This is an optimization exercise on Yosys and OpenROAD, whose aim is small area, a short achievable clock period and few clock cycles, not a production implementation.
No run shown here included a check of the RTL's function; only the layout flow was run.

==> flow/design.v, too long to show whole: its modules and the start of the top module <==
// module RFC_CORDIC_exp: 289 lines
// module RFC_CORDIC_div: 133 lines
// module Dual_mode_neuron: 559 lines
// module mul27_cs4: 911 lines
module Dual_mode_neuron (
    input wire clk,
    input wire rstn,
    input wire mode,     
    input wire signed [26 : 0] i_in,    
    output wire signed [26 : 0] v,
    output reg signed [26:0] h_0,
    output reg done
);
  // ...
==> flow/run.sh <==
#!/bin/bash
# synth_recipe.tcl (not shown) runs the flow's synth.tcl, then flattens the netlist and writes it again
# the make line also repeats each setting of config.mk as NAME=value (left out here)
make -C /OpenROAD-flow-scripts/flow DESIGN_CONFIG=/design/flow/config.mk WORK_HOME=/design/flow/orfs CLKGATE_MAP_FILE= SYNTH_SCRIPT=/design/flow/synth_recipe.tcl finish
==> flow/config.mk <==
export PLATFORM = sky130hd
export DESIGN_NAME = Dual_mode_neuron
export DESIGN_NICKNAME = Dual_mode_neuron
export VERILOG_FILES = /design/flow/design.v
export SDC_FILE = /design/flow/constraint.sdc
export NUM_CORES = 8
export LEC_CHECK = 0
export CAP_MARGIN = 20
export CORE_MARGIN = 2
export CORE_UTILIZATION = 40
export PLACE_DENSITY = 0.75
export SETUP_SLACK_MARGIN = 3.5
export SLEW_MARGIN = 20
==> flow/constraint.sdc <==
create_clock -name core_clock -period 11.0 [get_ports {clk}]
set_input_delay 2.2000 -clock core_clock [delete_from_list [all_inputs] [get_ports {clk}]]
set_output_delay 2.2000 -clock core_clock [all_outputs]
set_load 0.01 [all_outputs]
==> metrics.md, run 1 <==
| Metric | Value |
|---|---|
| Status | `timing/DRC/antenna clean` |
| Crit path max-delay family | `compound AO/OA/AOI/OAI gates` |
| Wire per inst | `approximately 36 µm` |
| EDFF count, synth | `668` |
| Finished Layout Cells | `roughly 15000` |
| Met2 GRT Util | `58.5%` |
| Seq/total area | `26.3%` |
| Hold Path End | `uexp.itg[0]$_DFFE_PP_` |
| Clock Buffer Count | `195` |
| Largest cell class by area | `multi-input gates` |
| Seq. cell area | `0.0318 mm²` |
| Tapcells | `3366` |
| Critical path peak fanout | `7` |
| Final std cell area, no fill | `0.121 mm²` |
| Die width | `between 500 and 600 µm` |
| Mux share of post-synthesis cell area | `roughly 3.3%` |
| Area after DPL | `0.108 mm²` |
| Cell count after synthesis | `11500` |
| Setup Buffers After CTS | `219` |
| Crit path to | `uexp.ei[1]$_DFFE_PN_` |
| Vias in the first global route | `95500` |
| Minimum hold slack | `roughly 0.42 ns` |
| Clock latency (worst-skew pair) | `0.90 ns` |
| Routed vias/inst | `6.75` |
| Post-CTS sizing | `around 510` |
| # DRC | `0` |
| Area of the die | `approximately 0.26 mm²` |
| DR top layer | `met5` |
| Area of the core | `0.254 mm²` |
==> module Dual_mode_neuron, before the edit <==
module Dual_mode_neuron (
    input wire clk,
    input wire rstn,
    input wire mode,     
    input wire signed [26 : 0] i_in,    
    output wire signed [26 : 0] v,
    output reg signed [26:0] h_0,
    output reg done
);
function [26:0] ext;     
    input [22:0] c;
    ext = {{2{c[22]}}, c[21:0], {3{c[22]}}};
endfunction
reg  signed [26:0] Vm, m_0, n_0;      
reg  signed [26:0] ACC;              
reg         [20:0] TAH;              
reg                aflag;            
reg                pflag;            
reg                vflag;            
reg                bflag;            
reg  signed [26:0] ma, mb;
reg         [2:0]  mtag;             
reg         [44:0] pr0, pr1, pr2, pr3;
reg                psg;
reg                t1, t2, t4, t5;   
reg  signed [26:0] MO_X, MO_M, MO_N, MO_H;
reg                mvM, mvN, mvH;
wire [44:0] pr0_n, pr1_n, pr2_n, pr3_n;
mul27_cs4 mul (.a(ma), .b(mb), .r0(pr0_n), .e1r(pr1_n), .e2r(pr2_n), .e3r(pr3_n));
wire [44:0] psum = pr0 + pr1 + pr2 + pr3;
wire signed [26:0] mres = {psg, psum[44:19]};
always @(posedge clk) begin
    pr0 <= pr0_n;
    pr1 <= pr1_n;
    pr2 <= pr2_n;
    pr3 <= pr3_n;
    psg <= (ma != 27'sd0) & (mb != 27'sd0) & (ma[26] ^ mb[26]);
    if (t1) MO_X <= mres;
    if (t2) MO_M <= mres;
    if (t4) MO_N <= mres;
    if (t5) MO_H <= mres;
end
wire signed [26:0] PX = t1 ? mres : MO_X;
wire signed [26:0] PM = t2 ? mres : MO_M;
wire signed [26:0] PN = t4 ? mres : MO_N;
wire signed [26:0] PH = t5 ? mres : MO_H;
always @(posedge clk or negedge rstn) begin
    if (!rstn) begin
        t1 <= 1'b0; t2 <= 1'b0; t4 <= 1'b0; t5 <= 1'b0;
    end
    else begin
        t1 <= (mtag == 3'd1); t2 <= (mtag == 3'd2); t4 <= (mtag == 3'd4); t5 <= (mtag == 3'd5);
    end
end
reg  signed [26:0] aa, ab;
reg                asub;
wire signed [26:0] asum = aa + (asub ? ~ab : ab) + {26'd0, asub};
reg  signed [26:0] ba, bb;
reg                bsub;
wire signed [26:0] bsum = ba + (bsub ? ~bb : bb) + {26'd0, bsub};
reg  signed [26:0] AO_X, AO_M, AO_N, AO_H;
reg  [20:0] SX1, SX2, SX3, SX4;
reg  [3:0]  sxv;                 
reg  [1:0]  xp;                  
reg  [20:0] SD1x, SD1y, SD2x, SD2y, SD3y;
reg         sd1xv, sd1yv, sd2xv, sd2yv, sd3yv;
reg         zfree;               
reg  [1:0]  dp;                  
reg  [22:0] R1, R2, R3, R4, RD1, RD2, RD3;
reg  [3:0]  rxv;                 
reg  [2:0]  rdv;                 
reg         e4s;                 
wire        x_ready, x_cond, x_la, x_idone, x_ishort;
wire [1:0]  x_itag;
wire [22:0] x_ires;
wire        d_ready, d_fdone;
wire [1:0]  d_ftag;
wire [22:0] d_fres;
reg         ad_start;            
reg  [20:0] ad_x;
reg         ad_leak;
reg         ad_abort;
wire [1:0]  xtag = (xp == 2'd0) ? 2'd0 : (xp == 2'd1) ? 2'd3 : (xp == 2'd2) ? 2'd2 : 2'd1;
wire [20:0] xslot = (xtag == 2'd0) ? SX1 : (xtag == 2'd1) ? SX2 : (xtag == 2'd2) ? SX3 : SX4;
wire        hx_start = mode & sxv[xtag] & ~rxv[xtag] & x_ready;
wire [1:0]  dtag = dp;
wire        dslot_ok = (dtag == 2'd0) ? (sd1xv & sd1yv) : (dtag == 2'd1) ? (sd2xv & sd2yv) : sd3yv;
wire [20:0] dx = (dtag == 2'd0) ? SD1x : (dtag == 2'd1) ? SD2x : 21'd16384;
wire [20:0] dy = (dtag == 2'd0) ? SD1y : (dtag == 2'd1) ? SD2y : SD3y;
wire        hd_start = mode & dslot_ok & ~rdv[dtag] & d_ready;
wire        xgo;                 
RFC_CORDIC_exp uexp (
    .clk(clk), .rst_n(rstn),
    .start(hx_start | (ad_start & xgo)), .op_leak(mode ? 1'b0 : ad_leak),
    .op_tag(mode ? xtag : 2'd0),
    .x_init(mode ? xslot : ad_x), .abort(ad_abort & xgo),
    .ready(x_ready), .cond(x_cond), .la(x_la),
    .idone(x_idone), .itag(x_itag), .ires(x_ires), .ishort(x_ishort)
);
RFC_CORDIC_div udiv (
    .clk(clk), .rst_n(rstn),
    .start(hd_start), .op_tag(dtag),
    .x_init(dx), .y_init(dy),
    .ready(d_ready), .fdone(d_fdone), .ftag(d_ftag), .fres(d_fres)
);
always @(posedge clk or negedge rstn) begin
    if (!rstn) begin
        xp <= 2'd0;
        dp <= 2'd0;
    end
    else begin
        if (hx_start) xp <= xp + 2'd1;
        if (hd_start) dp <= (dp == 2'd2) ? 2'd0 : dp + 2'd1;
    end
end
always @(posedge clk) begin
    if (x_idone) begin
        case (x_itag)
            2'd0: R1 <= x_ires;
            2'd1: R2 <= x_ires;
            2'd2: R3 <= e4s ? R4 : x_ires;       
            default: begin R4 <= x_ires; e4s <= x_ishort; end
        endcase
    end
    if (d_fdone) begin
        case (d_ftag)
            2'd0: RD1 <= d_fres;
            2'd1: RD2 <= d_fres;
            default: RD3 <= d_fres;
        endcase
    end
end
wire        r1_now = x_idone & (x_itag == 2'd0);
wire        r1_ok  = rxv[0] | r1_now;
wire [22:0] r1_val = r1_now ? x_ires : R1;
wire signed [26:0] e1r  = ext(r1_val);
wire signed [26:0] e2r  = ext(R2);
wire signed [26:0] e3r  = ext(R3);
wire signed [26:0] e4r  = ext(R4);
wire signed [26:0] d1r = ext(RD1);
wire signed [26:0] d2r = ext(RD2);
wire signed [26:0] d3r = ext(RD3);
wire [23:0] t2b = {e2r[26], e2r[22:0]};
wire [20:0] t3b = {e3r[26], e3r[19:0]};
wire [23:0] t2c = {e4r[26], e4r[22:0]};
wire signed [26:0] beta_n = { {6{t3b[20]}} , t3b} >>> 3;
wire signed [26:0] beta_m = { {3{t2c[23]}} , t2c} <<< 2;
wire signed [26:0] ah_ext = { {6{TAH[20]}} , TAH};
wire [20:0] sl_n   = ~{PX[26], PX[22:3]};                        
wire [20:0] ou_x1  = sl_n + 21'd1 - 21'd196608;                     
wire [20:0] ou_x23 = sl_n + 21'd1;                                  
wire signed [26:0] mneg = -PX;
wire [20:0] ou_x4  = {mneg[26], mneg[22:3]};                        
localparam [4:0]
    XT0 = 5'd0,  XT1 = 5'd1,  XT2 = 5'd2,  XT3 = 5'd3,                 
    XT4 = 5'd4,  XT5 = 5'd5,  XT6 = 5'd6,  XT7 = 5'd7,                 
    XP0 = 5'd18,                                                       
    H0 = 5'd20, H1 = 5'd21, H2 = 5'd22, H3 = 5'd23, H4 = 5'd24, H5 = 5'd25, H6 = 5'd26, H7 = 5'd27,
    AX = 5'd28, S1 = 5'd30, S2 = 5'd31;
localparam [3:0]
    YM0 = 4'd2,  YM1 = 4'd3,  YM2 = 4'd4,  YM3 = 4'd5,  YM4 = 4'd6,  YM5 = 4'd7,  YM6 = 4'd8,
    YP0 = 4'd9;                                                        
localparam [3:0]
    YN0 = 4'd0,  YN1 = 4'd1,  YN2 = 4'd2,  YN3 = 4'd3,  YN4 = 4'd4,
    YK0 = 4'd5,  YK1 = 4'd6,  YK2 = 4'd7,  YK3 = 4'd8,  YK4 = 4'd9;
localparam [2:0]
    Z0  = 3'd0, Z1  = 3'd1, Z2  = 3'd2,                                
    ZA0 = 3'd3, ZA1 = 3'd4;                                            
localparam [3:0]
    HH0 = 4'd0, HH1 = 4'd1, HH2 = 4'd2, HH3 = 4'd3, HH4 = 4'd4, HH5 = 4'd5,   
    HV1 = 4'd6, HV3 = 4'd7, HV5 = 4'd8,                                 
    HQ0 = 4'd9;                                                        
reg [4:0] pcX;
reg [3:0] pcM;
reg [3:0] pcN;
reg [2:0] pcZ;
reg [3:0] pcH;
reg       vr;            
reg       xtb;           
reg       xfirst;        
reg       nfirst;        
reg       tah_v;         
reg       mvX;
reg               okX, umX, uaX;  reg signed [26:0] maX, mbX, aaX, abX; reg asX;
reg               okM, umM, uaM;  reg signed [26:0] maM, mbM, aaM, abM; reg asM;
reg               okN, umN, uaN;  reg signed [26:0] maN, mbN, aaN, abN; reg asN;
reg               okZ, umZ, uaZ;  reg signed [26:0] maZ, mbZ, aaZ, abZ; reg asZ;
reg               okH, umH, uaH;  reg signed [26:0] maH, mbH, aaH, abH; reg asH;
reg       sp_c1, sp_c2, sp_e0;
wire signed [26:0] tb_p   = (pcX == AX) ? 27'sd0 : e1r;
wire signed [26:0] tb_q   = (pcX == AX) ? Vm : AO_X;
wire signed [26:0] tb_n   = tb_p + tb_q + $signed(27'd26214400);
wire signed [26:0] a0_vr  = $signed(-27'b0_0111010_0000000000000000000) + $signed(27'd26214400);
wire        [20:0] x_vr   = {a0_vr[26], a0_vr[23:4]} - $signed(21'd452706);
wire               vneg   = AO_X[26];
wire        [20:0] x_newc = {tb_n[26], tb_n[23:4]} - $signed(21'd452706);
wire               espc   = tb_n >= $signed('d10485760);
wire               vnegc  = bsum[26];
wire        [3:0]  ei_newc = x_newc[20] ? ~x_newc[19:16] : x_newc[19:16];
always @(*) begin
    okX = 1'b1; umX = 1'b0; uaX = 1'b0;
    maX = 27'sd0; mbX = 27'sd0; aaX = 27'sd0; abX = 27'sd0; asX = 1'b0;
    ad_start = 1'b0; ad_x = x_newc; ad_leak = 1'b0; ad_abort = 1'b0;
    case (pcX)
    XP0: begin uaX = mode; aaX = Vm; end
    XT0: begin okX = ~(|sxv) & ~sd1xv & ~sd2xv & (vr | xfirst);
               umX = 1'b1; maX = $signed(27'd52429); mbX = Vm;
               uaX = 1'b1; aaX = Vm; abX = $signed(27'd31457280); end
    XT1: begin okX = mvX | t1; umX = 1'b1; maX = AO_X; mbX = $signed(27'd29127); end
    XT2: begin okX = mvX | t1; umX = 1'b1; maX = AO_X; mbX = $signed(27'd6554); end
    XT3: begin okX = mvX | t1; umX = 1'b1; maX = AO_X; mbX = $signed(27'd26215);
               uaX = 1'b1; aaX = Vm; abX = $signed(27'd26214400); end
    XT4: begin okX = mvX | t1; umX = 1'b1; maX = AO_X; mbX = $signed(27'd5243);
               uaX = 1'b1; aaX = Vm; abX = $signed(27'd18350080); end
    XT5: begin okX = mvX | t1; umX = 1'b1; maX = AO_X; mbX = $signed(27'd52429);
               uaX = 1'b1; aaX = $signed(-27'd25910313); abX = Vm; asX = 1'b1; end
    XT6: begin okX = mvX | t1; umX = 1'b1; maX = $signed(27'd157286); mbX = AO_X >>> 7; end
    XT7: begin okX = (mvX | t1) & ~bflag; uaX = 1'b1; aaX = Vm; abX = { {6{PX[26]}}, PX[26], PX[19:0]}; end
    H0: begin umX = 1'b1; maX = $signed(27'd524113); mbX = m_0; end
    H1: begin umX = 1'b1; maX = $signed(27'd349); mbX = Vm; end
    H2: begin umX = 1'b1; maX = $signed(27'd524025); mbX = Vm; uaX = 1'b1; aaX = MO_X; abX = $signed(27'd24466); end
    H3: begin umX = 1'b1; maX = $signed(-27'd53); mbX = m_0; uaX = 1'b1; aaX = MO_X; abX = AO_X; end
    H4: begin uaX = 1'b1; aaX = MO_X; abX = i_in; end
    H5: begin uaX = 1'b1; aaX = MO_X >>> 1; abX = AO_X; end
    H6: begin okX = r1_ok; uaX = 1'b1; aaX = e1r; abX = AO_X;
              ad_start = 1'b1; ad_x = vnegc ? x_newc : x_vr; end
    H7: begin umX = 1'b1; maX = $signed(27'd524113); mbX = m_0; end     
    AX: begin ad_start = 1'b1; ad_x = x_newc; end
    S1: ;
    S2: begin ad_abort = ~(sp_c1 & sp_e0);
              ad_start = ~(sp_c1 & sp_e0); ad_x = x_vr;
              ad_leak = sp_c1 | sp_c2; end
    default: ;
    endcase
end
always @(*) begin
    okM = 1'b1; umM = 1'b0; uaM = 1'b0;
    maM = 27'sd0; mbM = 27'sd0; aaM = 27'sd0; abM = 27'sd0; asM = 1'b0;
    case (pcM)
    YP0: begin umM = 1'b1; maM = m_0; mbM = m_0; end
    YM0: begin okM = rdv[1] & rxv[3]; uaM = 1'b1; aaM = d2r; abM = beta_m; end
    YM1: begin okM = ~pflag; umM = 1'b1; maM = AO_M; mbM = m_0; end
    YM2: begin okM = mvM | t2; uaM = 1'b1; aaM = d2r; abM = PM; asM = 1'b1; end
    YM3: begin uaM = 1'b1; aaM = AO_M >>> 7; abM = m_0; end
    YM4: begin umM = 1'b1; maM = AO_M; mbM = AO_M; end
    YM5: begin okM = mvM; umM = 1'b1; maM = MO_M; mbM = m_0; end
    YM6: begin okM = mvM | t2; end
    default: ;
    endcase
end
always @(*) begin
    okN = 1'b1; umN = 1'b0; uaN = 1'b0;
    maN = 27'sd0; mbN = 27'sd0; aaN = 27'sd0; abN = 27'sd0; asN = 1'b0;
    case (pcN)
    YN0: begin okN = rdv[0] & rxv[2]; uaN = 1'b1; aaN = d1r; abN = beta_n; end
    YN1: begin umN = 1'b1; maN = AO_N; mbN = n_0; end
    YN2: begin okN = mvN | t4; uaN = 1'b1; aaN = d1r; abN = PN; asN = 1'b1; end
    YN3: begin uaN = 1'b1; aaN = AO_N >>> 7; abN = n_0; end
    YN4: begin umN = 1'b1; maN = nfirst ? n_0 : AO_N; mbN = nfirst ? n_0 : AO_N; end
    YK0: begin okN = vflag | nfirst; uaN = 1'b1; aaN = $signed(-27'd37822136); abN = Vm; asN = 1'b1; end
    YK1: begin okN = mvN; umN = 1'b1; maN = MO_N; mbN = MO_N; end
    YK2: begin okN = mvN; umN = 1'b1; maN = MO_N; mbN = $signed(27'd18874368); end
    YK3: begin okN = mvN; umN = 1'b1; maN = MO_N; mbN = AO_N >>> 7; end
    YK4: begin okN = (mvN | t4) & bflag & ~aflag;
               uaN = 1'b1; aaN = ACC; abN = { {4{PN[26]}}, PN[26], PN[21:0]}; end
    default: ;
    endcase
end
always @(*) begin
    okZ = 1'b1; umZ = 1'b0; uaZ = 1'b0;
    maZ = 27'sd0; mbZ = 27'sd0; aaZ = 27'sd0; abZ = 27'sd0; asZ = 1'b0;
    case (pcZ)
    Z0: begin okZ = r1_ok & zfree;
              umZ = 1'b1; maZ = e1r; mbZ = $signed(27'd70955);
              uaZ = 1'b1; aaZ = $signed(27'd524288); abZ = e1r; end
    Z1: begin umZ = 1'b1; maZ = ext(R1); mbZ = $signed(27'd317997);
              uaZ = 1'b1; aaZ = $signed(27'd524288); abZ = mres; asZ = 1'b1; end
    Z2: begin uaZ = 1'b1; aaZ = $signed(27'd524288); abZ = mres; asZ = 1'b1; end
    ZA0: begin okZ = rxv[1] & ~tah_v; umZ = 1'b1; maZ = { {3{t2b[23]}} , t2b}; mbZ = $signed(27'd36700); end
    ZA1: ;
    default: ;
    endcase
end
always @(*) begin
    okH = 1'b1; umH = 1'b0; uaH = 1'b0;
    maH = 27'sd0; mbH = 27'sd0; aaH = 27'sd0; abH = 27'sd0; asH = 1'b0;
    case (pcH)
    HQ0: begin okH = pflag; umH = 1'b1; maH = MO_M; mbH = h_0; end
    HH0: begin okH = rdv[2] & tah_v; uaH = 1'b1; aaH = ah_ext; abH = d3r; end
    HH1: begin umH = 1'b1; maH = AO_H; mbH = h_0; end
    HH2: ;
    HH3: begin okH = mvH | t5; uaH = 1'b1; aaH = ah_ext; abH = PH; asH = 1'b1; end
    HH4: begin uaH = 1'b1; aaH = AO_H >>> 7; abH = h_0; end
    HH5: begin okH = pflag; umH = 1'b1; maH = MO_M; mbH = AO_H; end
    HV1: begin okH = mvH; umH = 1'b1; maH = MO_H; mbH = $signed(27'd62914560);
               uaH = 1'b1; aaH = $signed(27'd28898755); abH = Vm; asH = 1'b1; end
    HV3: begin okH = mvH & aflag; umH = 1'b1; maH = MO_H; mbH = AO_H >>> 7;
               uaH = 1'b1; aaH = ACC; abH = i_in; end
    HV5: begin okH = (mvH | t5) & ~vr & ~xtb & ~vflag; uaH = 1'b1; aaH = AO_H; abH = PH; end
    default: ;
    endcase
end
wire hh = mode;
wire rZ = hh & okZ, rH = hh & okH, rX = okX, rM = hh & okM, rN = hh & okN;
wire sMZ = rZ & umZ;
wire sMH = rH & umH & ~sMZ;
wire sMX = rX & umX & ~sMZ & ~(rH & umH);
wire sMM = rM & umM & ~sMZ & ~(rH & umH) & ~(rX & umX);
wire sMN = rN & umN & ~sMZ & ~(rH & umH) & ~(rX & umX) & ~(rM & umM);
wire sAZ = rZ & uaZ;
wire sAM = rM & uaM & ~sAZ;
wire sAN = rN & uaN & ~sAZ & ~(rM & uaM);
wire sAH = rH & uaH;
wire sAX = rX & uaX & ~(rH & uaH);
wire gZ = rZ & (~umZ | sMZ) & (~uaZ | sAZ);
wire gH = rH & (~umH | sMH) & (~uaH | sAH);
wire gX = rX & (~umX | sMX) & (~uaX | sAX);
wire gM = rM & (~umM | sMM) & (~uaM | sAM);
wire gN = rN & (~umN | sMN) & (~uaN | sAN);
assign xgo = gX;
always @(*) begin
    ma = sMZ ? maZ : sMH ? maH : sMX ? maX : sMM ? maM : maN;
    mb = sMZ ? mbZ : sMH ? mbH : sMX ? mbX : sMM ? mbM : mbN;
    mtag = (sMZ & gZ) ? 3'd3 : (sMH & gH) ? 3'd5 : (sMX & gX) ? 3'd1 : (sMM & gM) ? 3'd2 : (sMN & gN) ? 3'd4 : 3'd0;
    aa = sAZ ? aaZ : sAM ? aaM : aaN;
    ab = sAZ ? abZ : sAM ? abM : abN;
    asub = sAZ ? asZ : sAM ? asM : asN;
    ba = sAH ? aaH : aaX;
    bb = sAH ? abH : abX;
    bsub = sAH ? asH : asX;
end
always @(posedge clk or negedge rstn) begin
    if (!rstn) begin
        mvX <= 1'b0; mvM <= 1'b0; mvN <= 1'b0; mvH <= 1'b0;
    end
    else begin
        if (gH & umH) mvH <= 1'b0; else if (t5) mvH <= 1'b1;
        if (gX & umX) mvX <= 1'b0; else if (t1) mvX <= 1'b1;
        if (gM & umM) mvM <= 1'b0; else if (t2) mvM <= 1'b1;
        if (gN & umN) mvN <= 1'b0; else if (t4) mvN <= 1'b1;
    end
end
always @(posedge clk) begin
    if (gX & uaX) AO_X <= bsum;
    if (gM & uaM) AO_M <= asum;
    if (gN & uaN) AO_N <= asum;
    if (gH & uaH) AO_H <= bsum;
end
function [4:0] succX;
    input [4:0] p;
    begin
        case (p)
            5'd0: succX = 5'd1;
            5'd1: succX = 5'd2;
            5'd2: succX = 5'd3;
            5'd3: succX = 5'd4;
            5'd4: succX = 5'd5;
            5'd5: succX = 5'd6;
            5'd6: succX = 5'd7;
            5'd7: succX = 5'd8;
            5'd8: succX = 5'd9;
            5'd9: succX = 5'd10;
            5'd10: succX = 5'd11;
            5'd11: succX = 5'd12;
            5'd12: succX = 5'd13;
            5'd13: succX = 5'd14;
            5'd14: succX = 5'd15;
            5'd15: succX = 5'd16;
            5'd16: succX = 5'd17;
            5'd17: succX = 5'd18;
            5'd18: succX = 5'd19;
            5'd19: succX = 5'd20;
            5'd20: succX = 5'd21;
            5'd21: succX = 5'd22;
            5'd22: succX = 5'd23;
            5'd23: succX = 5'd24;
            5'd24: succX = 5'd25;
            5'd25: succX = 5'd26;
            5'd26: succX = 5'd27;
            5'd27: succX = 5'd28;
            5'd28: succX = 5'd29;
            5'd29: succX = 5'd30;
            5'd30: succX = 5'd31;
            default: succX = 5'd0;
        endcase
    end
endfunction
function [3:0] succ4;
    input [3:0] p;
    begin
        case (p)
            4'd0: succ4 = 4'd1;
            4'd1: succ4 = 4'd2;
            4'd2: succ4 = 4'd3;
            4'd3: succ4 = 4'd4;
            4'd4: succ4 = 4'd5;
            4'd5: succ4 = 4'd6;
            4'd6: succ4 = 4'd7;
            4'd7: succ4 = 4'd8;
            4'd8: succ4 = 4'd9;
            4'd9: succ4 = 4'd10;
            4'd10: succ4 = 4'd11;
            4'd11: succ4 = 4'd12;
            4'd12: succ4 = 4'd13;
            4'd13: succ4 = 4'd14;
            4'd14: succ4 = 4'd15;
            default: succ4 = 4'd0;
        endcase
    end
endfunction
always @(posedge clk or negedge rstn) begin
    if (!rstn) begin
        pcX <= XP0;
        pcM <= YP0;
        pcN <= YN4;
        pcZ <= Z0;
        pcH <= HQ0;
        xfirst <= 1'b1;
        nfirst <= 1'b1;
    end
    else begin
        if (gX) begin
            case (pcX)
                XP0:  pcX <= mode ? XT0 : AX;
                XT7:  begin pcX <= XT0; xfirst <= 1'b0; end
                H6:   pcX <= (vnegc & espc) ? S1 : H7;
                H7:   pcX <= H1;
                AX:   pcX <= espc ? S1 : H0;
                S2:   pcX <= H0;
                default: pcX <= succX(pcX);
            endcase
        end
        if (gM) begin
            case (pcM)
                YP0:  pcM <= YM5;
                YM6:  pcM <= YM0;
                default: pcM <= succ4(pcM);
            endcase
        end
        if (gN) begin
            case (pcN)
                YK4:  begin pcN <= YN0; nfirst <= 1'b0; end
                default: pcN <= succ4(pcN);
            endcase
        end
        if (gZ) pcZ <= (pcZ == Z0) ? Z1 : (pcZ == Z1) ? Z2 : (pcZ == Z2) ? ZA0 : (pcZ == ZA0) ? ZA1 : Z0;
        if (gH) begin
            case (pcH)
                HQ0:  pcH <= HV1;
                HH1:  pcH <= HH3;
                HH5:  pcH <= HV1;
                HV1:  pcH <= HV3;
                HV3:  pcH <= HV5;
                HV5:  pcH <= HH0;
                default: pcH <= succ4(pcH);
            endcase
        end
    end
end
always @(posedge clk) begin
    if (gX) case (pcX)
        XT1: SX1 <= ou_x1;
        XT2: SX4 <= ou_x4;
        XT3: SX3 <= ou_x23;
        XT4: SX2 <= ou_x23;
        XT5: SD1x <= { {6{PX[26]}}, PX[19:5]};
        XT6: SD2x <= { {3{PX[26]}}, PX[22:5]};
        XT7: ACC <= bsum;
        default: ;
    endcase
    if (gZ && pcZ == ZA1) TAH <= {mres[26], mres[19:0]};
    if (gN && pcN == YK4) ACC <= asum;
    if (gZ) case (pcZ)
        Z0:  SD3y <= {asum[26], asum[24:5]};
        Z1:  SD1y <= {asum[26], asum[24:5]};     
        Z2:  SD2y <= {asum[26], asum[24:5]};     
        default: ;
    endcase
end
wire [3:0] sx_set = (gX && pcX == XT1) ? 4'b0001 : (gX && pcX == XT2) ? 4'b1000 :
                    (gX && pcX == XT3) ? 4'b0100 : (gX && pcX == XT4) ? 4'b0010 : 4'b0000;
wire [3:0] rx_clr = {(gM && pcM == YM0), (gN && pcN == YN0), (gZ && pcZ == ZA0), (gZ && pcZ == Z1) | (gX && pcX == H6)};
wire [2:0] rd_clr = {(gH && pcH == HH0), (gM && pcM == YM2), (gN && pcN == YN2)};
always @(posedge clk or negedge rstn) begin
    if (!rstn) begin
        sxv <= 4'd0;
        sd1xv <= 1'b0; sd1yv <= 1'b0; sd2xv <= 1'b0; sd2yv <= 1'b0; sd3yv <= 1'b0;
        zfree <= 1'b1;
        rxv <= 4'd0; rdv <= 3'd0;
        aflag <= 1'b0; pflag <= 1'b0; vflag <= 1'b0; bflag <= 1'b0; tah_v <= 1'b0;
        vr <= 1'b0; xtb <= 1'b0;
    end
    else begin
        sxv <= (sxv & ~(hx_start ? (4'd1 << xtag) : 4'd0)) | sx_set;
        if (hd_start && dtag == 2'd0) begin sd1xv <= 1'b0; sd1yv <= 1'b0; end
        else begin
            if (gX && pcX == XT5) sd1xv <= 1'b1;
            if (gZ && pcZ == Z1)  sd1yv <= 1'b1;
        end
        if (hd_start && dtag == 2'd1) begin sd2xv <= 1'b0; sd2yv <= 1'b0; end
        else begin
            if (gX && pcX == XT6) sd2xv <= 1'b1;
            if (gZ && pcZ == Z2)  sd2yv <= 1'b1;
        end
        if (hd_start && dtag == 2'd2) sd3yv <= 1'b0;
        else if (gZ && pcZ == Z0)     sd3yv <= 1'b1;
        if (gZ && pcZ == Z0)               zfree <= 1'b0;
        else if (hd_start && dtag == 2'd2) zfree <= 1'b1;
        rxv <= (rxv | (x_idone ? (4'd1 << x_itag) : 4'd0)) & ~rx_clr;
        rdv <= (rdv | (d_fdone ? (3'd1 << d_ftag) : 3'd0)) & ~rd_clr;
        if (gN && pcN == YK4) aflag <= 1'b1;
        else if (gH && pcH == HV3) aflag <= 1'b0;
        if (gM && pcM == YM6) pflag <= 1'b1;
        else if (gH && (pcH == HH5 || pcH == HQ0)) pflag <= 1'b0;
        if (gH && pcH == HV5) vflag <= 1'b1;
        else if (gN && pcN == YK0 && !nfirst) vflag <= 1'b0;
        if (gX && pcX == XT7) bflag <= 1'b1;
        else if (gN && pcN == YK4) bflag <= 1'b0;
        if (gZ && pcZ == ZA1) tah_v <= 1'b1;
        else if (gH && pcH == HH3) tah_v <= 1'b0;
        if (gH && pcH == HV5) vr <= 1'b1;
        else if (gX && pcX == XT0) vr <= 1'b0;
        if (gX && pcX == XT0 && mode) xtb <= 1'b1;
        else if (gX && pcX == XT7) xtb <= 1'b0;
    end
end
reg x6;                  
always @(posedge clk) begin
    x6 <= gX & (pcX == H6);
    if (pcX == H6 || pcX == AX) sp_e0 <= (ei_newc == 4'd0);
    if (pcX == S1) begin sp_c1 <= x_cond; sp_c2 <= x_la; end    
end
always @(posedge clk or negedge rstn) begin
    if (!rstn) begin
        Vm    <= 0;
        m_0  <= 27'b0_0000000_0000110110001010111;
        n_0  <= 27'b0_0000000_0101000101010100110;
        h_0  <= 27'b0_0000000_1001100010011010000;
        done <= 1'b0;
    end
    else begin
        done <= 1'b0;
        if (gX) case (pcX)
            XP0: if (!mode) m_0 <= 0;
            H4:  m_0 <= AO_X;
            H6:  done <= 1'b1;                   
            H7:  Vm <= vneg ? AO_X : $signed(-27'b0_0111010_0000000000000000000);
            S1:  begin done <= 1'b1; if (x6) Vm <= AO_X; end    
            S2:  Vm <= $signed(-27'b0_0111010_0000000000000000000);
            default: ;
        endcase
        if (gH && pcH == HH5) begin h_0 <= AO_H; done <= 1'b1; end
        if (gH && pcH == HV5) Vm <= bsum;
        if (gM && pcM == YM4) m_0 <= AO_M;
        if (gN && pcN == YN4 && !nfirst) n_0 <= AO_N;
    end
end
assign v = Vm;
endmodule
==> run 2: changes to the inputs <==
--- a/flow/design.v
+++ b/flow/design.v
@@ -462,4 +462,6 @@
     if (t4) MO_N <= mres;
     if (t5) MO_H <= mres;
+    if (gN && pcN == YK2) MO_N <= {PN[26], asum[25:0]};
+    if (gH && pcH == HV1) MO_H <= {PH[26], bsum[25:0]};
 end
 wire signed [26:0] PX = t1 ? mres : MO_X;
@@ -592,5 +594,6 @@
     HH0 = 4'd0, HH1 = 4'd1, HH2 = 4'd2, HH3 = 4'd3, HH4 = 4'd4, HH5 = 4'd5,   
     HV1 = 4'd6, HV3 = 4'd7, HV5 = 4'd8,                                 
-    HQ0 = 4'd9;                                                        
+    HQ0 = 4'd9,                                                        
+    HV2 = 4'd10;
 reg [4:0] pcX;
 reg [3:0] pcM;
@@ -682,5 +685,5 @@
     YK0: begin okN = vflag | nfirst; uaN = 1'b1; aaN = $signed(-27'd37822136); abN = Vm; asN = 1'b1; end
     YK1: begin okN = mvN; umN = 1'b1; maN = MO_N; mbN = MO_N; end
-    YK2: begin okN = mvN; umN = 1'b1; maN = MO_N; mbN = $signed(27'd18874368); end
+    YK2: begin okN = mvN | t4; uaN = 1'b1; aaN = PN <<< 5; abN = PN <<< 2; end      
     YK3: begin okN = mvN; umN = 1'b1; maN = MO_N; mbN = AO_N >>> 7; end
     YK4: begin okN = (mvN | t4) & bflag & ~aflag;
@@ -715,6 +718,6 @@
     HH4: begin uaH = 1'b1; aaH = AO_H >>> 7; abH = h_0; end
     HH5: begin okH = pflag; umH = 1'b1; maH = MO_M; mbH = AO_H; end
-    HV1: begin okH = mvH; umH = 1'b1; maH = MO_H; mbH = $signed(27'd62914560);
-               uaH = 1'b1; aaH = $signed(27'd28898755); abH = Vm; asH = 1'b1; end
+    HV1: begin okH = mvH | t5; uaH = 1'b1; aaH = PH <<< 7; abH = PH <<< 3; asH = 1'b1; end    
+    HV2: begin uaH = 1'b1; aaH = $signed(27'd28898755); abH = Vm; asH = 1'b1; end
     HV3: begin okH = mvH & aflag; umH = 1'b1; maH = MO_H; mbH = AO_H >>> 7;
                uaH = 1'b1; aaH = ACC; abH = i_in; end
@@ -757,8 +760,8 @@
     end
     else begin
-        if (gH & umH) mvH <= 1'b0; else if (t5) mvH <= 1'b1;
+        if (gH & umH) mvH <= 1'b0; else if (t5 | (gH && pcH == HV1)) mvH <= 1'b1;
         if (gX & umX) mvX <= 1'b0; else if (t1) mvX <= 1'b1;
         if (gM & umM) mvM <= 1'b0; else if (t2) mvM <= 1'b1;
-        if (gN & umN) mvN <= 1'b0; else if (t4) mvN <= 1'b1;
+        if (gN & umN) mvN <= 1'b0; else if (t4 | (gN && pcN == YK2)) mvN <= 1'b1;
     end
 end
@@ -766,5 +769,5 @@
     if (gX & uaX) AO_X <= bsum;
     if (gM & uaM) AO_M <= asum;
-    if (gN & uaN) AO_N <= asum;
+    if (gN & uaN & (pcN != YK2)) AO_N <= asum;
     if (gH & uaH) AO_H <= bsum;
 end
@@ -872,5 +875,6 @@
                 HH1:  pcH <= HH3;
                 HH5:  pcH <= HV1;
-                HV1:  pcH <= HV3;
+                HV1:  pcH <= HV2;
+                HV2:  pcH <= HV3;
                 HV3:  pcH <= HV5;
                 HV5:  pcH <= HH0;
==> metrics.md, run 2 <==
| Metric | Value |
|---|---|
| TritonCTS Buffers | `145` |
| GPL Wtd Cong | `1.14` |
| Total wire length | `545 mm` |
| Hold depth | `0` |
| Reg2Reg Launch Point | `pr2[25]$_DFF_P_` |
| Reg2reg setup slack | `3.09 ns` |
| Area of the core | `0.257 mm² (+1.5%)` |
| Top-Level Pins | `85` |
| Slew HR | `13.5%` |
| Register area share after synthesis | `30.7%` |
| Ys async rst share | `about 14%` |
| Clk root buf | `clkbuf_16` |
| Chip height | `about 500 µm` |
| Pin count of the biggest net entering global routing | `between 70 and 80` |
| Fin. Hold Viols | `0` |
| Most frequent cells in the layout | `nand2_1 (1087), nor2_1 (859), a21oi_1 (740)` |
| Worst clock skew | `0.0542 ns` |
| Vias in the first global route | `95700 (+0.15%)` |
| Die width | `513 µm (+0.86%)` |
| Clock latency (worst-skew pair) | `0.88 ns (-0.02 ns)` |
| # port buffers | `84` |
| CTS sink count | `1210` |
| TritonCTS clock tree | `done` |
| Adder-cell share of the synthesized area | `16.0%` |
| Area growth syn-to-layout | `15.9%` |
| GR Util All Layers | `39.7%` |
| First-pass GRT wire length | `748 mm` |
| HPWL Detailed | `395 mm` |
| Status | `timing/DRC/antenna clean` |
| Register bit total from synthesis | `1210` |
| Synth Area in XOR/XNOR | `6.79%` |
| Leading cell types by count after synthesis | `nand2_1 (1098), nor2_1 (897), o21ai_0 (807)` |
| Initial DRC count | `20100` |
| Count leader, synth | `nand2_1` |
| R2r worst-path depth | `31` |
| Antenna violations before repair | `70` |
| Post-Syn Area per Cell | `8.81 µm²` |
| Cell count after synthesis | `11800 (+2.1%)` |
| Final setup violation count | `0` |
| Routed vias/inst | `6.80 (+0.75%)` |
| RSZ-0062 raised after global routing | `yes` |
| Setup ws final | `roughly 3.1 ns` |
| Biggest regs | `pr0 (45), pr1 (44), pr2 (42)` |
| Synth top area cells | `edfxtp_1 (19%), fa_1 (9.7%), dfxtp_1 (7.2%)` |
| Worst-Margin Slew | `1.30 ns` |
| Tcrit/Tclk final | `71.9%` |
| CP peak stage delay | `about 0.67 ns` |
| Simple-Gate Fraction of Synth Area | `15.2%` |
| Longest Clk Path Bufs | `3` |
| Worst path slowest cell | `fa_2` |
| Max FFs per register | `between 40 and 50` |
| Complex-gate fraction of the synthesized area | `around 22%` |
| Setup_tns | `0 ns` |
| YS warnings | `3` |
| Synth area leader | `edfxtp_1` |
| Post-Syn Area | `0.104 mm²` |
| Initial Util | `40.3%` |
| Tmin final | `a little under 8 ns` |
| Critical Path Source Type | `flip-flop` |
| Antenna-violating nets left | `0` |
| Crit path to | `ACC[26]$_DFFE_PP_` |
| Router iterations before antenna repair | `16` |
| # DRC | `0 (unchanged)` |
| Mux share of post-synthesis cell area | `3.42% (+0.15 points)` |
| Routed via count | `105000` |
| H-tree Lvls | `4` |
| Critical path peak fanout | `6 (-1)` |
| Fmax | `0.126 GHz` |
| Layout net count | `12900` |
| Worst r2r dst | `ACC[26]$_DFFE_PP_` |
| Grt ovf | `0` |
| Most common cell after layout, fill and taps aside | `nand2_1` |
| Setup CP Type | `reg -> reg` |
| Largest Register | `pr0` |
| Origin of the worst setup path | `pr2[25]$_DFF_P_` |
| Layout cell share with drive strength beyond 1 | `around 15%` |
| Synth Net Count | `approximately 13000` |
| Area of the die | `0.263 mm² (+1.7%)` |
| CTS clk-pin slew, worst paths | `roughly 0.060 ns` |
| Netlist cell types | `123` |
| Row count | `186` |
| Hold WC Path Type | `reg -> reg` |
| Critical Path End Type | `flip-flop` |
| Minimum hold slack | `0.407 ns (-0.0123 ns)` |
| Dominant synthesized flop cell | `edfxtp_1` |
| Main combinational cell family by area after synthesis | `compound AO/OA/AOI/OAI gates` |
| Arr. time, crit path | `between 8 and 9 ns` |
| Filler instances | `24200` |
| Wire per inst | `35.3 µm (-1.5%)` |
| Final Max Tran Viols | `0` |
| Synth top area share | `between 15 and 20%` |
| EDFF count, synth | `668 (unchanged)` |
| Critical Path RT | `11.61 ns` |
| Max-cap viol count | `0` |
| Post-placement setup slack | `1.32 ns` |
## run 2: changes by cell type in the layout (fill, tap and decap cells not counted), moves of 42 or more
cell,previous run,this run
a21oi_1,835,740
o21ai_1,156,70
mux2i_1,147,208
a31oi_1,115,166
a22o_1,35,85
a221oi_1,154,110
and3_1,125,81
nor2_1,815,859
nand3_1,399,442
nand2_1,1045,1087
## run 2: cell type report
class	count	area, µm²	share of cell area [%]
Inverter	678	2620	2.18
Tap cell	3384	4230	3.52
Clock buffer	202	4190	3.49
Antenna cell	64	160	0.133
Timing Repair Buffer	840	7030	5.85
Clock inverter	69	828	0.689
Sequential cell	1210	31800	26.5
Multi-Input combinational cell	9001	69400	57.7
## run 2: worst min-delay path by stage
stage                                  endpoint  slack, ns                startpoint
after floorplan                   e4s$_DFFE_PP_       0.40        uexp.ish$_DFFE_PP_
after global placement            e4s$_DFFE_PP_       0.41        uexp.ish$_DFFE_PP_
after detailed placement  uexp.itg[1]$_DFFE_PP_       0.41  uexp.tg[1]$_SDFFCE_PN0N_
after CTS                 uexp.itg[1]$_DFFE_PP_       0.41  uexp.tg[1]$_SDFFCE_PN0N_
after global routing      uexp.itg[1]$_DFFE_PP_       0.42  uexp.tg[1]$_SDFFCE_PN0N_
final                     uexp.itg[1]$_DFFE_PP_       0.41  uexp.tg[1]$_SDFFCE_PN0N_
## run 2: cells by family (layout without fill, tap and decap cells)
family,after synthesis,in the layout
other,0,64
XOR/XNOR,803,807
flip-flops,1210,1210
AO/OA/AOI/OAI,3435,3435
buffers and inverters,1567,1789
AND/OR/NAND/NOR,3375,3377
multiplexers,341,341
adder cells (fa/ha/maj),1041,1041
## run 2: through the flow
step	utilization [%]	instances	instance area (µm²)
2_1_floorplan	-	11800	104000
3_3_place_gp	42.5	14800	109000
3_5_place_dp	42.5	14800	109000
4_1_cts	45.5	15200	117000
5_1_grt	46.7	15400	120000
6_report	46.7	15400	120000
## run 2: critical path: cells and delay by family (launching register included)
family                     cells  cell delay, ns
DFF                            1            0.33
AOI/OAI and AO/OA             12            3.00
muxes                          1            0.27
buffers and inverters          5            0.73
xor gates and xnor gates       2            0.40
adders and majority gates      4            1.81
and+or+nand+nor                7            1.09
## run 2: per-layer routing
metal / GRT usage [%] / wire length [µm] / part of all wire, % / vias up
li1: - / - / - / 43100
met4: 29.9 / 52400 / 9.6 / 36
met1: 49.0 / 195000 / 36 / 50600
met3: 15.5 / 78600 / 14 / 2349
met5: 0 / 465 / 0.085 / -
met2: 55.7 / 219000 / 40 / 8912
## run 2: what timing repair did
item | CTS | global route
pin swaps | 78 | 172
endpoints found under the setup margin | 386 | 252
buffers inserted | 157 | 156
gates resized for setup | 352 | 370
hold buffers | 0 | 0
gates cloned | 2 | 5
==> run 3: changes to the inputs <==
--- a/flow/config.mk
+++ b/flow/config.mk
@@ -10,4 +10,4 @@
 export CORE_UTILIZATION = 40
 export PLACE_DENSITY = 0.75
-export SETUP_SLACK_MARGIN = 3.5
+export SETUP_SLACK_MARGIN = 3
 export SLEW_MARGIN = 20
==> metrics.md, run 3 <==
| Metric | Value |
|---|---|
| Status | `timing/DRC/antenna clean` |
| Wire per inst | `35.2 µm (-0.30%)` |
| Largest Register | `pr0` |
| Placed insts | `14800 (+0.10%)` |
| Area of the die | `0.263 mm² (unchanged)` |
| TritonCTS clock tree | `done` |
| Longest Clk Path Bufs | `3 (unchanged)` |
| TritonCTS Buffers | `150 (+3.4%)` |
| Setup_tns | `0 ns (unchanged)` |
| GR Util All Layers | `39.5% (-0.26 points)` |
| HPWL Detailed | `400 mm (+1.4%)` |
| Max-cap viol count | `0 (unchanged)` |
| Routed via count | `103000 (-2.2%)` |
| GPL Wtd Cong | `1.13 (-0.90%)` |
| Grt ovf | `0 (unchanged)` |
| Initial Util | `40.3% (unchanged)` |
| Register bit total from synthesis | `1210 (unchanged)` |
| Critical path peak fanout | `6 (unchanged)` |
| Final std cell area, no fill | `0.118 mm² (-1.8%)` |
| Worst-Margin Slew | `1.41 ns (+0.111 ns)` |
| RSZ-0062 raised after global routing | `yes` |
| Final core occ | `45.9% (-0.82 points)` |
| GR peak layer | `met2` |
| # port buffers | `84 (unchanged)` |
| Arr. time, crit path | `8.64 ns (+0.13 ns)` |
| Fin. Hold Viols | `0 (unchanged)` |
| Worst clock skew | `0.0938 ns (+0.0396 ns)` |
| Worst path slowest cell | `o211ai_1` |
| CTS sink count | `1210 (unchanged)` |
| Row count | `186 (unchanged)` |
| Netlist cell types | `123 (unchanged)` |
| Vias in the first global route | `94500 (-1.2%)` |
| H-tree Lvls | `4 (unchanged)` |
| Synth Net Count | `12800 (unchanged)` |
| Area after DPL | `0.110 mm² (+0.21%)` |
| Hold Buf Count CTS | `0 (unchanged)` |
| GRT met1 Usage | `49.5% (+0.53 points)` |
| Ys async rst share | `14.1% (unchanged)` |
| Met2 GRT Util | `55.4% (-0.25 points)` |
| Antenna violations before repair | `61 (-13%)` |
| Final Max Tran Viols | `0 (unchanged)` |
| Pin count of the biggest net entering global routing | `113 (+51%)` |
| EDFF count, synth | `668 (unchanged)` |
| Router iterations before antenna repair | `14 (-2)` |
| First-pass GRT wire length | `743 mm (-0.62%)` |
| # DRC | `0 (unchanged)` |
| Clk root buf | `clkbuf_16` |
| Finished Layout Cells | `15300 (-0.89%)` |
| Fmax | `0.125 GHz (-1.1%)` |
| Dominant synthesized flop cell | `edfxtp_1` |
| Critical Path End Type | `flip-flop` |
| Initial DRC count | `18600 (-7.5%)` |
| CTS clk-pin slew, worst paths | `0.06 ns (about the same)` |
| Total wire length | `539 mm (-1.2%)` |
| Max FFs per register | `45 (unchanged)` |
| Synth area leader | `edfxtp_1` |
| Cell count after synthesis | `11800 (unchanged)` |
| Leading cell types by count after synthesis | `nand2_1 (1098), nor2_1 (897), o21ai_0 (807)` |
| Post-Syn Area per Cell | `8.81 µm² (unchanged)` |
| Hold WC Path Type | `reg -> reg` |
| CP peak stage delay | `0.61 ns (-0.06 ns)` |
| Antenna-violating nets left | `0 (unchanged)` |
| Most frequent cells in the layout | `nand2_1 (1086), nor2_1 (866), o21ai_0 (765)` |
| Final setup violation count | `0 (unchanged)` |
| Biggest regs | `pr0 (45), pr1 (44), pr2 (42)` |
| Synth top area cells | `edfxtp_1 (19%), fa_1 (9.7%), dfxtp_1 (7.2%)` |
| Routed vias/inst | `6.71 (-1.3%)` |
| Setup CP Type | `reg -> reg` |
| Post-placement setup slack | `0.933 ns (-0.382 ns)` |
| Area of the core | `0.257 mm² (unchanged)` |
| YS warnings | `3 (unchanged)` |
| Setup ws final | `3.00 ns (-0.0883 ns)` |
| Tmin final | `8.00 ns (+0.0883 ns)` |
| Layout cell share with drive strength beyond 1 | `12.7% (-2.1 points)` |
| Tcrit/Tclk final | `72.7% (+0.80 points)` |
| Most common cell after layout, fill and taps aside | `nand2_1` |
| Post-Syn Area | `0.104 mm² (unchanged)` |
| Count leader, synth | `nand2_1` |
| Synth top area share | `19.3% (unchanged)` |
| Area growth syn-to-layout | `13.9%` |
| Chip height | `513 µm (unchanged)` |
| Slew HR | `6.14% (-7.4 points)` |
| Minimum hold slack | `0.421 ns (+0.0140 ns)` |
| Critical Path RT | `11.64 ns (+0.03 ns)` |
| Met3 GRT Util | `14.3% (-1.2 points)` |
| Clock latency (worst-skew pair) | `0.90 ns (+0.02 ns)` |
| Die width | `513 µm (unchanged)` |
| Top-Level Pins | `85 (unchanged)` |
| Layout net count | `12800 (-0.99%)` |
| Register area share after synthesis | `30.7% (unchanged)` |
| Critical Path Source Type | `flip-flop` |
[run 3: final timing paths]
path,startpoint,to,slack (ns),cells past startpoint
setup reg to reg,pr2[20]$_DFF_P_,ACC[26]$_DFFE_PP_,3.00,30
setup / recovery,pr2[20]$_DFF_P_,ACC[26]$_DFFE_PP_,3.00,30
min in group asynchronous,rstn,udiv.fb$_DFFE_PN0P_,1.34,1
max in group asynchronous,rstn,m_0[20]$_DFFE_PN0P_,8.28,2
hold / removal,uexp.tg[1]$_SDFFCE_PN0N_,uexp.itg[1]$_DFFE_PP_,0.42,0
hold reg to reg,uexp.tg[1]$_SDFFCE_PN0N_,uexp.itg[1]$_DFFE_PP_,0.42,0
[run 3: kinds of logic (layout without fill, tap and decap cells)]
logic type | Yosys count | after routing | share of synthesized area (%)
buffers and inverters | 1567 | 1672 | 5.78
DFF | 1210 | 1210 | 30.7
AOI/OAI and AO/OA | 3435 | 3435 | 22.2
and+or+nand+nor | 3375 | 3376 | 15.2
other | 0 | 48 | 0
xor gates and xnor gates | 803 | 803 | 6.79
adders and majority gates | 1041 | 1041 | 16.0
muxes | 341 | 341 | 3.42
[run 3: final cells by class]
cell class              count  area (µm²)
multi-input cells        8996       68200
well taps                3384        4230
fillers                 24600      139000
inverters                 678        2600
diodes                     48         120
flip-flops and latches   1210       31800
clock buffers             179        3930
repair buffers            713        5860
clock inverters           102        1360
[run 3: timing repair]
action | CTS | global route
buffers inserted | 50 | 122
gates cloned | 1 | 1
gates resized for setup | 154 | 248
pin swaps | 19 | 74
endpoints found under the setup margin | 292 | 201
[run 3: critical path, delay by kind of cell (launching register included)]
family,cells,cell delay (ns)
AOI/OAI and AO/OA,12,3.33
muxes,1,0.28
buffers and inverters,4,0.72
adders and majority gates,4,1.81
xor gates and xnor gates,2,0.44
DFF,1,0.32
and+or+nand+nor,7,0.82
[run 3: metal layers]
layer | share of wire [%] | vias to the layer above | wire (µm)
li1 | - | 42900 | -
met3 | 14 | 1936 | 73600
met5 | 0.046 | - | 249
met4 | 9.0 | 32 | 48400
met1 | 37 | 49800 | 199000
met2 | 40 | 8053 | 218000
==> run 4: changes to the inputs <==
--- a/flow/design.v
+++ b/flow/design.v
@@ -480,7 +480,11 @@
 reg                asub;
 wire signed [26:0] asum = aa + (asub ? ~ab : ab) + {26'd0, asub};
+wire signed [26:0] zsum = (pcZ == Z0) ? $signed(27'd524288) + e1r : $signed(27'd524288) - mres;
 reg  signed [26:0] ba, bb;
 reg                bsub;
 wire signed [26:0] bsum = ba + (bsub ? ~bb : bb) + {26'd0, bsub};
+reg  signed [26:0] aaX, abX;         
+reg                asX;
+wire signed [26:0] xsum = aaX + (asX ? ~abX : abX) + {26'd0, asX};
 reg  signed [26:0] AO_X, AO_M, AO_N, AO_H;
 reg  [20:0] SX1, SX2, SX3, SX4;
@@ -607,8 +611,8 @@
 reg       tah_v;         
 reg       mvX;
-reg               okX, umX, uaX;  reg signed [26:0] maX, mbX, aaX, abX; reg asX;
+reg               okX, umX, uaX;  reg signed [26:0] maX, mbX;
 reg               okM, umM, uaM;  reg signed [26:0] maM, mbM, aaM, abM; reg asM;
 reg               okN, umN, uaN;  reg signed [26:0] maN, mbN, aaN, abN; reg asN;
-reg               okZ, umZ, uaZ;  reg signed [26:0] maZ, mbZ, aaZ, abZ; reg asZ;
+reg               okZ, umZ;  reg signed [26:0] maZ, mbZ;
 reg               okH, umH, uaH;  reg signed [26:0] maH, mbH, aaH, abH; reg asH;
 reg       sp_c1, sp_c2, sp_e0;
@@ -621,5 +625,5 @@
 wire        [20:0] x_newc = {tb_n[26], tb_n[23:4]} - $signed(21'd452706);
 wire               espc   = tb_n >= $signed('d10485760);
-wire               vnegc  = bsum[26];
+wire               vnegc  = xsum[26];
 wire        [3:0]  ei_newc = x_newc[20] ? ~x_newc[19:16] : x_newc[19:16];
 always @(*) begin
@@ -641,5 +645,5 @@
                uaX = 1'b1; aaX = $signed(-27'd25910313); abX = Vm; asX = 1'b1; end
     XT6: begin okX = mvX | t1; umX = 1'b1; maX = $signed(27'd157286); mbX = AO_X >>> 7; end
-    XT7: begin okX = (mvX | t1) & ~bflag; uaX = 1'b1; aaX = Vm; abX = { {6{PX[26]}}, PX[26], PX[19:0]}; end
+    XT7: begin okX = mvX & ~bflag; uaX = 1'b1; aaX = Vm; abX = { {6{MO_X[26]}}, MO_X[26], MO_X[19:0]}; end
     H0: begin umX = 1'b1; maX = $signed(27'd524113); mbX = m_0; end
     H1: begin umX = 1'b1; maX = $signed(27'd349); mbX = Vm; end
@@ -693,13 +697,10 @@
 end
 always @(*) begin
-    okZ = 1'b1; umZ = 1'b0; uaZ = 1'b0;
-    maZ = 27'sd0; mbZ = 27'sd0; aaZ = 27'sd0; abZ = 27'sd0; asZ = 1'b0;
+    okZ = 1'b1; umZ = 1'b0;
+    maZ = 27'sd0; mbZ = 27'sd0;
     case (pcZ)
-    Z0: begin okZ = r1_ok & zfree;
-              umZ = 1'b1; maZ = e1r; mbZ = $signed(27'd70955);
-              uaZ = 1'b1; aaZ = $signed(27'd524288); abZ = e1r; end
-    Z1: begin umZ = 1'b1; maZ = ext(R1); mbZ = $signed(27'd317997);
-              uaZ = 1'b1; aaZ = $signed(27'd524288); abZ = mres; asZ = 1'b1; end
-    Z2: begin uaZ = 1'b1; aaZ = $signed(27'd524288); abZ = mres; asZ = 1'b1; end
+    Z0: begin okZ = r1_ok & zfree; umZ = 1'b1; maZ = e1r; mbZ = $signed(27'd70955); end
+    Z1: begin umZ = 1'b1; maZ = ext(R1); mbZ = $signed(27'd317997); end
+    Z2: ;
     ZA0: begin okZ = rxv[1] & ~tah_v; umZ = 1'b1; maZ = { {3{t2b[23]}} , t2b}; mbZ = $signed(27'd36700); end
     ZA1: ;
@@ -733,10 +734,9 @@
 wire sMM = rM & umM & ~sMZ & ~(rH & umH) & ~(rX & umX);
 wire sMN = rN & umN & ~sMZ & ~(rH & umH) & ~(rX & umX) & ~(rM & umM);
-wire sAZ = rZ & uaZ;
-wire sAM = rM & uaM & ~sAZ;
-wire sAN = rN & uaN & ~sAZ & ~(rM & uaM);
+wire sAM = rM & uaM;
+wire sAN = rN & uaN & ~(rM & uaM);
 wire sAH = rH & uaH;
-wire sAX = rX & uaX & ~(rH & uaH);
-wire gZ = rZ & (~umZ | sMZ) & (~uaZ | sAZ);
+wire sAX = rX & uaX;
+wire gZ = rZ & (~umZ | sMZ);
 wire gH = rH & (~umH | sMH) & (~uaH | sAH);
 wire gX = rX & (~umX | sMX) & (~uaX | sAX);
@@ -748,10 +748,10 @@
     mb = sMZ ? mbZ : sMH ? mbH : sMX ? mbX : sMM ? mbM : mbN;
     mtag = (sMZ & gZ) ? 3'd3 : (sMH & gH) ? 3'd5 : (sMX & gX) ? 3'd1 : (sMM & gM) ? 3'd2 : (sMN & gN) ? 3'd4 : 3'd0;
-    aa = sAZ ? aaZ : sAM ? aaM : aaN;
-    ab = sAZ ? abZ : sAM ? abM : abN;
-    asub = sAZ ? asZ : sAM ? asM : asN;
-    ba = sAH ? aaH : aaX;
-    bb = sAH ? abH : abX;
-    bsub = sAH ? asH : asX;
+    aa = sAM ? aaM : aaN;
+    ab = sAM ? abM : abN;
+    asub = sAM ? asM : asN;
+    ba = aaH;
+    bb = abH;
+    bsub = asH;
 end
 always @(posedge clk or negedge rstn) begin
@@ -767,5 +767,5 @@
 end
 always @(posedge clk) begin
-    if (gX & uaX) AO_X <= bsum;
+    if (gX & uaX) AO_X <= xsum;
     if (gM & uaM) AO_M <= asum;
     if (gN & uaN & (pcN != YK2)) AO_N <= asum;
@@ -892,5 +892,5 @@
         XT5: SD1x <= { {6{PX[26]}}, PX[19:5]};
         XT6: SD2x <= { {3{PX[26]}}, PX[22:5]};
-        XT7: ACC <= bsum;
+        XT7: ACC <= xsum;
         default: ;
     endcase
@@ -898,7 +898,7 @@
     if (gN && pcN == YK4) ACC <= asum;
     if (gZ) case (pcZ)
-        Z0:  SD3y <= {asum[26], asum[24:5]};
-        Z1:  SD1y <= {asum[26], asum[24:5]};     
-        Z2:  SD2y <= {asum[26], asum[24:5]};     
+        Z0:  SD3y <= {zsum[26], zsum[24:5]};
+        Z1:  SD1y <= {zsum[26], zsum[24:5]};     
+        Z2:  SD2y <= {zsum[26], zsum[24:5]};     
         default: ;
     endcase
--- a/flow/config.mk
+++ b/flow/config.mk
@@ -10,4 +10,4 @@
 export CORE_UTILIZATION = 40
 export PLACE_DENSITY = 0.75
-export SETUP_SLACK_MARGIN = 3
+export SETUP_SLACK_MARGIN = 3.5
 export SLEW_MARGIN = 20
==> metrics.md, run 4 <==
| Metric | Value |
|---|---|
| Layout net count | `13000 (+1.7%)` |
| Area of the die | `0.266 mm² (+0.82%)` |
| Clk root buf | `clkbuf_16` |
| Routed via count | `106000 (+2.9%)` |
| Critical Path End Type | `flip-flop` |
| Biggest regs | `pr0 (45), pr1 (44), pr2 (42)` |
| Slew HR | `6.26% (+0.12 points)` |
| Register area share after synthesis | `30.4% (-0.25 points)` |
| Grt ovf | `0 (unchanged)` |
| # port buffers | `84 (unchanged)` |
| GPL Wtd Cong | `1.14 (+1.1%)` |
| Post-Syn Area | `0.105 mm² (+0.83%)` |
| CTS sink count | `1210 (unchanged)` |
| Post-Syn Area per Cell | `8.80 µm² (-0.18%)` |
| Worst path slowest cell | `a222oi_1` |
| H-tree Lvls | `4 (unchanged)` |
| Critical Path RT | `11.63 ns (about the same)` |
| CP peak stage delay | `0.88 ns (+0.27 ns)` |
| Antenna-violating nets left | `0 (unchanged)` |
| Initial Util | `40.2% (-0.066 points)` |
| Crit path max-delay family | `compound AO/OA/AOI/OAI gates` |
| GR Util All Layers | `38.6% (-0.89 points)` |
| Max-cap viol count | `0 (unchanged)` |
| Critical path peak fanout | `5 (-1)` |
| Router iterations before antenna repair | `14 (unchanged)` |
| Area of the core | `0.260 mm² (+0.99%)` |
| Worst-Margin Slew | `1.41 ns (-0.00182 ns)` |
| Worst clock skew | `0.0757 ns (-0.0182 ns)` |
| Vias in the first global route | `95800 (+1.3%)` |
| Initial DRC count | `20400 (+9.4%)` |
| Fin. Hold Viols | `0 (unchanged)` |
| Wire per inst | `34.3 µm (-2.6%)` |
| Leading cell types by count after synthesis | `nand2_1 (1089), nor2_1 (947), o21ai_0 (865)` |
| Filler instances | `24500 (-0.23%)` |
| Layout cell share with drive strength beyond 1 | `13.9% (+1.2 points)` |
| Setup_tns | `0 ns (unchanged)` |
| Placed insts | `15000 (+1.1%)` |
| Tmin final | `7.97 ns (-0.0287 ns)` |
| Synth Net Count | `12900 (+1.2%)` |
| Row count | `187 (+0.54%)` |
| Area growth syn-to-layout | `15.3%` |
| HPWL Detailed | `389 mm (-2.9%)` |
| Final Max Tran Viols | `0 (unchanged)` |
| TritonCTS clock tree | `done` |
| EDFF count, synth | `668 (unchanged)` |
| Tcrit/Tclk final | `72.4% (-0.26 points)` |
| Critical Path Source Type | `flip-flop` |
| TritonCTS Buffers | `151 (+0.67%)` |
| Hold Buf Count CTS | `0 (unchanged)` |
| First-pass GRT wire length | `735 mm (-1.2%)` |
| Synth top area cells | `edfxtp_1 (19%), fa_1 (9.6%), dfxtp_1 (7.1%)` |
| Fmax | `0.126 GHz (+0.36%)` |
| Pin count of the biggest net entering global routing | `77 (-32%)` |
| Cell count after synthesis | `11900 (+1.0%)` |
| Register bit total from synthesis | `1210 (unchanged)` |
| Status | `timing/DRC/antenna clean` |
| Clock latency (worst-skew pair) | `0.89 ns (about the same)` |
| Largest Register | `pr0` |
| Max FFs per register | `45 (unchanged)` |
| # DRC | `0 (unchanged)` |
| Die width | `515 µm (+0.41%)` |
| YS warnings | `3 (unchanged)` |
| Total wire length | `536 mm (-0.60%)` |
| Count leader, synth | `nand2_1` |
| Netlist cell types | `122 (-0.81%)` |
| Synth area leader | `edfxtp_1` |
| Most common cell after layout, fill and taps aside | `nand2_1` |
| CP Buf/Inv Count | `2 (-2)` |
| Finished Layout Cells | `15600 (+2.1%)` |
| Final setup violation count | `0 (unchanged)` |
| Hold WC Path Type | `reg -> reg` |
| Antenna violations before repair | `54 (-11%)` |
| Most frequent cells in the layout | `nand2_1 (1082), nor2_1 (905), o21ai_0 (812)` |
| Top-Level Pins | `85 (unchanged)` |
| Chip height | `515 µm (+0.41%)` |
| Synth top area share | `19.2% (-0.16 points)` |
| Routed vias/inst | `6.76 (+0.80%)` |
| Arr. time, crit path | `8.59 ns (-0.05 ns)` |
| CTS clk-pin slew, worst paths | `0.06 ns (about the same)` |
| Setup CP Type | `reg -> reg` |
| Final core occ | `46.4% (+0.49 points)` |
| Dominant synthesized flop cell | `edfxtp_1` |
| Ys async rst share | `14.1% (unchanged)` |
| Longest Clk Path Bufs | `3 (unchanged)` |
| RSZ-0062 raised after global routing | `yes` |
[run 4: cell count changes after synthesis, moves of 22 or more]
cell,before,now
xnor2_1,608,636
a222oi_1,205,229
mux2i_1,233,260
ha_1,479,506
mux2_2,108,136
o21ai_0,807,865
nor2_1,897,947
a22o_1,86,58
buf_1,108,83
o21a_1,44,72
o31ai_1,81,53
a31oi_1,175,153
[run 4: per-layer routing]
metal	global-route usage [%]	routed length (µm)	part of all wire [%]	vias up
li1	-	-	-	43400
met1	47.8	194000	36	50700
met2	53.4	211000	39	9172
met3	16.5	81900	15	2326
met4	27.2	47900	8.9	30
met5	0.658	536	0.10	-
[run 4: repair_timing]
| action | 4_1_cts | 5_1_grt |
|---|---|---|
| endpoints found under the setup margin | 348 | 221 |
| pin swaps | 87 | 160 |
| setup buffers | 162 | 118 |
| gates cloned | 5 | 6 |
| endpoints found under the hold margin | 0 | 0 |
| gates resized for setup | 291 | 313 |
[run 4: cell families after synthesis]
group,Yosys count,share of synthesized area [%]
fa+ha+maj,1050,16.1
mux,396,3.95
xor+xnor,817,6.86
buf+inv,1570,5.75
compound gates,3467,22.1
simple gates,3381,14.9
flops,1210,30.4
[run 4: layout make-up]
type	instances	area (µm²)	area share [%]
Antenna cell	64	160	0.133
Timing Repair Buffer	768	6380	5.29
Timing Repair inverter	2	13.8	0.0114
Clock buffer	189	4030	3.34
Tap cell	3496	4370	3.63
Sequential cell	1210	31800	26.4
Inverter	686	2690	2.23
Clock inverter	95	1280	1.06
Multi-Input combinational cell	9114	69800	57.9
[run 4: final timing paths]
kind / from / end / slack (ns) / depth (start not counted)
setup / recovery: pr0[25]$_DFF_P_ / ACC[26]$_DFFE_PP_ / 3.03 / 28
hold / removal: uexp.tg[1]$_SDFFCE_PN0N_ / uexp.itg[1]$_DFFE_PP_ / 0.42 / 0
setup reg to reg: pr0[25]$_DFF_P_ / ACC[26]$_DFFE_PP_ / 3.03 / 28
hold reg to reg: uexp.tg[1]$_SDFFCE_PN0N_ / uexp.itg[1]$_DFFE_PP_ / 0.42 / 0
max in group asynchronous: rstn / pcZ[1]$_DFFE_PN0P_ / 8.03 / 2
min in group asynchronous: rstn / m_0[20]$_DFFE_PN0P_ / 1.40 / 1
[run 4: through the flow]
stage	area [µm²]	setup WS, ns	hold WS (ns)
floorplan	105000	3.48	0.400
global placement	110000	1.14	0.408
detailed placement	110000	1.33	0.409
CTS	118000	3.04	0.425
global route	120000	2.99	0.439
finish	121000	3.03	0.424

-- what the ideal ports hide --
No port has a modelled driver above. Below, the same layouts with a new extraction and two added sets of constraints. Step 1, drivers: a clkbuf_16 drives clk and a buf_2 each remaining input, both assumed. Step 2 also shifts input and output timing later by t, the mid clock arrival at the registers, as if the neighbouring blocks saw the same clock. Slacks: ideal / step 1 / step 2; pairs: ideal / step 1.
| run | t, ns | setup slack, ns | worst slew at a driven data input, ns | cell pins on the clock port's net |
|---|---|---|---|---|
| run 1 | 0.974 | 3.081 / 3.081 / 2.330 | 0.11 | 1 |
| run 2 | 0.961 | 3.093 / 3.093 / 2.691 | 0.05 | 1 |
| run 3 | 0.961 | 3.005 / 3.005 / 2.206 | 0.04 | 1 |
| run 4 | 0.959 | 3.033 / 3.033 / 2.540 | 0.07 | 1 |
After both steps setup and hold are still met in every run listed. For run 3, which loses most, drivers alone change the setup slack by 0.000 ns; drivers and shift together by -0.799 ns.
